Context: an optimization exercise on an open-source flow, tuned for small area. The choices shown serve that exercise and are no tape-out recipe. Only simulation tests tie the RTL to the original design; equivalence was not proved. No driver is modelled on the clock port, so clocking that relies on it looks cheaper here than on a real chip. Power is estimated from default activity; no workload was simulated.

## motor_pwm
module motor_pwm #(parameter SIZE=16)(
                    iCLK, iENABLE,
                    iPERIOD, iDEADBAND,
                    iDUTY_A, iDUTY_B, iDUTY_C,
                    oPAD_AP, oPAD_AN,
                    oPAD_BP, oPAD_BN,
                    oPAD_CP, oPAD_CN );
Size in the first run: about 830 cells after synthesis, about 120 flip-flops, about 88 I/O pins.
export LEC_CHECK = 0
export CAP_MARGIN = 20
export CORE_MARGIN = 2
export CORE_UTILIZATION = 65
export CTS_BUF_LIST = sky130_fd_sc_hd__clkbuf_4
export CTS_CLUSTER_DIAMETER = 50
export CTS_CLUSTER_SIZE = 20
export SLEW_MARGIN = 20
create_clock -name core_clock -period 25.0 [get_ports {iCLK}]
run.sh (not shown) runs the stock make flow with config.mk's settings and CLKGATE_MAP_FILE= SYNTH_SCRIPT=/design/flow/synth_recipe.tcl, a recipe that flattens the netlist after the stock synthesis.
Change:
==> flow/flow/run.sh (new file) <==
#!/bin/bash
# Standard ORFS layout (the standard.sh, standard synthesis unchanged), with the
# port buffers inserted as the smallest buffer cell instead of the default choice.
set -euo pipefail
export BUFFER_PORTS_ARGS="-buffer_cell sky130_fd_sc_hd__buf_1"
bash standard.sh "BUFFER_PORTS_ARGS=$BUFFER_PORTS_ARGS" finish > standard_make.log 2>&1
==> flow/standard.sh (new file) <==
#!/bin/bash
# synth_recipe.tcl (not shown) runs the flow's synth.tcl, then flattens the netlist and writes it again
# the make line also repeats each setting of config.mk as NAME=value (left out here)
make -C /OpenROAD-flow-scripts/flow DESIGN_CONFIG=/design/flow/config.mk WORK_HOME=/design/flow/orfs CLKGATE_MAP_FILE= SYNTH_SCRIPT=/design/flow/synth_recipe.tcl "${@:-finish}"
removed: flow/run.sh
The new run finished clean.
Total power stays flat.
Sequential share of layout area went up by 1.4 points.
Global-route usage went up by 0.24 points.
Synthesized cell count is unchanged.
Cell area went down by 6.0%.
Routed wire length went down by 0.45%.
Clock power went up by about 10%.
Change:
==> flow/run.sh (new file) <==
#!/bin/bash
# synth_recipe.tcl (not shown) runs the flow's synth.tcl, then flattens the netlist and writes it again
# the make line also repeats each setting of config.mk as NAME=value (left out here)
make -C /OpenROAD-flow-scripts/flow DESIGN_CONFIG=/design/flow/config.mk WORK_HOME=/design/flow/orfs CLKGATE_MAP_FILE= SYNTH_SCRIPT=/design/flow/synth_recipe.tcl finish
CTS_BUF_LIST = sky130_fd_sc_hd__clkbuf_8   (was sky130_fd_sc_hd__clkbuf_4)
CTS_CLUSTER_DIAMETER = 60   (was 50)
CTS_CLUSTER_SIZE = 30   (was 20)
removed: flow/flow/run.sh
removed: flow/standard.sh
Count of clock-buffer cells in the layout increases by 2.
Setup slack degrades by 0.044 ns.
Utilization increases by 5.6 points.
Cell area rose by 7.7%.
Die area does not change.
Hold slack is worse by 0.011 ns.
Clock skew drops by 0.021 ns.
Total power went up by about 4%.
Critical path depth climbs by 3.

---

Another version of the RTL of motor_pwm (not shown whole).
For scale: about 770 cells after synthesis, ~110 flip-flops, roughly 88 I/O pins.
==> flow/config.mk <==
export PLATFORM = sky130hd
export DESIGN_NAME = motor_pwm
export DESIGN_NICKNAME = motor_pwm
export VERILOG_FILES = /design/flow/design.v
export SDC_FILE = /design/flow/constraint.sdc
export NUM_CORES = 4
export LEC_CHECK = 0
export CAP_MARGIN = 20
export CORE_MARGIN = 2
export CORE_UTILIZATION = 72
export CTS_BUF_LIST = sky130_fd_sc_hd__clkbuf_4
export SLEW_MARGIN = 20
export SYNTH_HIERARCHICAL = 1
==> flow/constraint.sdc <==
create_clock -name core_clock -period 25.0 [get_ports {iCLK}]
set_input_delay 5.0000 -clock core_clock [delete_from_list [all_inputs] [get_ports {iCLK}]]
set_output_delay 5.0000 -clock core_clock [all_outputs]
set_load 0.01 [all_outputs]
standard.sh (not shown) runs the stock make flow with config.mk's settings and CLKGATE_MAP_FILE= SYNTH_SCRIPT=/design/flow/synth_recipe.tcl, a recipe that flattens the netlist after the stock synthesis.
==> flow/flow/run.sh <==
#!/bin/bash
# Standard ORFS layout (the standard.sh, standard synthesis unchanged), with the
# port buffers inserted as the smallest buffer cell, no dummy clock loads in CTS, and
# the clock buffers that drive many flip-flops upsized after CTS.
set -euo pipefail
BP="-buffer_cell sky130_fd_sc_hd__buf_1"
CTS="-sink_clustering_enable -repair_clock_nets -buf_list sky130_fd_sc_hd__clkbuf_4 -sink_clustering_size 20 -sink_clustering_max_diameter 50 -dont_use_dummy_load"
FIX="$(pwd)/flow/cts_fix.tcl"
export BUFFER_PORTS_ARGS="$BP" CTS_ARGS="$CTS" POST_CTS_TCL="$FIX"
bash standard.sh "BUFFER_PORTS_ARGS=$BP" "CTS_ARGS=$CTS" "POST_CTS_TCL=$FIX" finish > standard_make.log 2>&1
==> flow/flow/cts_fix.tcl <==
foreach inst [get_cells *] {
  if { [get_property $inst ref_name] != "sky130_fd_sc_hd__clkbuf_4" } { continue }
  set out [get_pins -of_objects $inst -filter "direction == output"]
  set loads [get_pins -of_objects [get_nets -of_objects $out] -filter "direction == input"]
  if { [llength $loads] > 10 } {
    puts "cts_fix: [get_property $inst full_name] drives [llength $loads] pins, upsized"
    replace_cell $inst sky130_fd_sc_hd__clkbuf_8
  }
}
detailed_placement
check_placement -verbose
Change:
- CORE_UTILIZATION: 72 -> 78
Design area decreases by 0.65%.
Total power decreases by 0.47%.
Worst hold slack stays flat.
Change:
- CORE_UTILIZATION: 78 -> 83
Outcome:
- The new run failed in 5_1_grt on GRT-0116
- synthesized cell count does not change
- synthesized area stays the same

---

job 4623:
Another version of the RTL of motor_pwm (not shown whole).
Size: about 790 cells after synthesis, ~120 flip-flops, ~88 I/O pins, about 8600 µm² of cells after synthesis.
clock: 25.0 ns
lec_check: 0
cap_margin: 20
core_margin: 2
core_utilization: 78
cts_buf_list: sky130_fd_sc_hd__clkbuf_4
place_density: 0.85
slew_margin: 20
==> flow/flow/run.sh <==
#!/bin/bash
# Standard ORFS layout (the standard.sh, standard synthesis unchanged), with the
# port buffers inserted as the smallest buffer cell and no dummy clock loads in CTS.
set -euo pipefail
BP="-buffer_cell sky130_fd_sc_hd__buf_1"
CTS="-sink_clustering_enable -repair_clock_nets -buf_list sky130_fd_sc_hd__clkbuf_4 -sink_clustering_size 20 -sink_clustering_max_diameter 50 -dont_use_dummy_load"
export BUFFER_PORTS_ARGS="$BP" CTS_ARGS="$CTS"
bash standard.sh "BUFFER_PORTS_ARGS=$BP" "CTS_ARGS=$CTS" finish > standard_make.log 2>&1
## Diff of input files: job 7799 against job 4623
- setting SYNTH_HIERARCHICAL to 1 for the first time
- removing PLACE_DENSITY (formerly 0.85)
diff --git a/flow/flow/run.sh b/flow/flow/run.sh
--- a/flow/flow/run.sh
+++ b/flow/flow/run.sh
@@ -5,3 +5,3 @@
 BP="-buffer_cell sky130_fd_sc_hd__buf_1"
-CTS="-sink_clustering_enable -repair_clock_nets -buf_list sky130_fd_sc_hd__clkbuf_4 -sink_clustering_size 20 -sink_clustering_max_diameter 50 -dont_use_dummy_load"
+CTS="-repair_clock_nets -buf_list sky130_fd_sc_hd__clkbuf_4 -dont_use_dummy_load"
 export BUFFER_PORTS_ARGS="$BP" CTS_ARGS="$CTS"
## What came out
Job 7799 vs. job 4623: synthesized cell count shows a reduction of 13, non-clock buffer contribution to total cell area shows a reduction of 0.20 points, post-synthesis instance area shows a reduction of 210 µm².
Setup changes, job 7799 to job 2646
- an added CTS_CLUSTER_SIZE of 20
- an added CTS_CLUSTER_DIAMETER of 50
- a deleted SYNTH_HIERARCHICAL that had been 1
diff --git a/flow/flow/run.sh b/flow/flow/run.sh
--- a/flow/flow/run.sh
+++ b/flow/flow/run.sh
@@ -5,3 +5,3 @@
 BP="-buffer_cell sky130_fd_sc_hd__buf_1"
-CTS="-repair_clock_nets -buf_list sky130_fd_sc_hd__clkbuf_4 -dont_use_dummy_load"
+CTS="-sink_clustering_enable -repair_clock_nets -buf_list sky130_fd_sc_hd__clkbuf_4 -sink_clustering_size 20 -sink_clustering_max_diameter 50 -dont_use_dummy_load"
 export BUFFER_PORTS_ARGS="$BP" CTS_ARGS="$CTS"
==> comparison <==
- Die area deteriorates in job 2646 relative to job 7799.
- The combinational share of power number comes out higher for job 7799 vs job 2646.
- All-layer global routing usage is lower on job 2646
- In job 2646 relative to job 7799, total power had gone down by a few percent.
- Of the two values seen for endpoint of the most critical setup path, phaseA.pad_p was produced by job 7799 and phaseC.pad_p by job 2646.
- [compare] base=job 7799 new=job 2646: starting density of the core decreased 1.2 points; first-pass GRT wire length decreased about 6%; cell count decreased 0.89%.
The following lists how job 8750 was set up differently from job 2646:
- GPL_ROUTABILITY_DRIVEN now 0, previously not set
- CTS_CLUSTER_SIZE no longer set, was 20
- CTS_CLUSTER_DIAMETER no longer set, was 50
## What came out
- Going from job 2646 to job 8750, layout overhead on the synthesized area comparable, total clock network power now larger.
- Taking job 2646 as the reference, in job 8750 largest net degree at the start of global routing climbed 3.6%, count of filler cells inserted in the layout climbed 21, multi-input combinational area share climbed 0.20 points, stage delay of the slowest cell on the critical path climbed 0.02 ns, count of standard-cell rows barely changed.

---

motor_pwm, a different RTL version from the one above (not shown whole).
Size: roughly 780 cells after synthesis, ~120 flip-flops, roughly 88 I/O pins.
Settings: LEC_CHECK=0, CAP_MARGIN=20, CORE_MARGIN=2, CORE_UTILIZATION=65, CTS_BUF_LIST=sky130_fd_sc_hd__clkbuf_4, CTS_CLUSTER_DIAMETER=50, CTS_CLUSTER_SIZE=20, SLEW_MARGIN=20; clock period 25.0 ns.
==> flow/flow/run.sh <==
#!/bin/bash
# Standard ORFS layout (the standard.sh, standard synthesis unchanged), with the
# port buffers inserted as the smallest buffer cell and no dummy clock loads in CTS.
set -euo pipefail
BP="-buffer_cell sky130_fd_sc_hd__buf_1"
CTS="-sink_clustering_enable -repair_clock_nets -buf_list sky130_fd_sc_hd__clkbuf_4 -sink_clustering_size 30 -sink_clustering_max_diameter 60 -dont_use_dummy_load"
export BUFFER_PORTS_ARGS="$BP" CTS_ARGS="$CTS"
bash standard.sh "BUFFER_PORTS_ARGS=$BP" "CTS_ARGS=$CTS" finish > standard_make.log 2>&1
Rerun with:
--- a/flow/flow/run.sh
+++ b/flow/flow/run.sh
@@ -6 +6 @@
-CTS="-sink_clustering_enable -repair_clock_nets -buf_list sky130_fd_sc_hd__clkbuf_4 -sink_clustering_size 30 -sink_clustering_max_diameter 60 -dont_use_dummy_load"
+CTS="-sink_clustering_enable -repair_clock_nets -buf_list sky130_fd_sc_hd__clkbuf_4 -sink_clustering_size 20 -sink_clustering_max_diameter 50 -dont_use_dummy_load"
Settings changed: CORE_UTILIZATION 65 to 78.
The new run finished clean.
Non-clock buffer count goes down by 6.
Cell area goes down by 0.94%.
Global-route usage goes up by 6.5 points.
Clock-buffer cell count stays the same.
Via count goes up by 3.1%.
Hold slack gets worse by 10 ps.
Die area goes down by 16%.
Worst setup slack gets worse by 41 ps.
Total power goes up by 0.65%.
Sequential power stays flat.
Synthesized area is unchanged.
Rerun with:
Settings changed: CORE_UTILIZATION 78 to 65.
Clock-buffer cell count does not change.
Synthesized cell count does not change.
Wire length is higher by a few percent.
Setup slack gets better by 41 ps.
Final area grows slightly.
Die area climbs by about a fifth.
Rerun with:
Settings changed: CELL_PAD_IN_SITES_DETAIL_PLACEMENT set to 0, CELL_PAD_IN_SITES_GLOBAL_PLACEMENT set to 0, CORE_UTILIZATION 65 to 78, CTS_CLUSTER_DIAMETER 50 to unset, CTS_CLUSTER_SIZE 20 to unset.
=> Worst setup slack is worse by 41 ps; count of clock-buffer cells in the layout is unchanged; flip-flop and latch count does not change; routed wire length decreases by a few percent; final area decreases slightly; synthesized cell count does not change; clock power decreases by a few percent; worst hold slack is worse by 10 ps.
Rerun with:
Settings changed: CELL_PAD_IN_SITES_DETAIL_PLACEMENT 0 to unset, CELL_PAD_IN_SITES_GLOBAL_PLACEMENT 0 to unset, CORE_UTILIZATION 78 to 65, CTS_CLUSTER_DIAMETER set to 50, CTS_CLUSTER_SIZE set to 20, GPL_TIMING_DRIVEN set to 0.
Synthesized area does not change.
Cell count goes up by 7.2%.
Power increases by 1.2%.
Register-to-register slack loses 1300 ps.
Rerun with:
--- a/flow/flow/run.sh
+++ b/flow/flow/run.sh
@@ -7,2 +7,2 @@
-export BUFFER_PORTS_ARGS="$BP" CTS_ARGS="$CTS"
-bash standard.sh "BUFFER_PORTS_ARGS=$BP" "CTS_ARGS=$CTS" finish > standard_make.log 2>&1
+export BUFFER_PORTS_ARGS="$BP" CTS_ARGS="$CTS" RECOVER_POWER=100
+bash standard.sh "BUFFER_PORTS_ARGS=$BP" "CTS_ARGS=$CTS" RECOVER_POWER=100 finish > standard_make.log 2>&1
Settings changed: GPL_TIMING_DRIVEN 0 to unset.
What happened:
- The changed run completed with no timing, DRC or antenna violations
- total power drops by 1.8%
- routed wire length shrinks by 6.0%
- non-clock buffer count falls by 34
- critical path depth came out lower by 1
- core utilization decreases by 1.4 points
- cell area came out lower by 1.9%
- worst hold slack improves by 11 ps
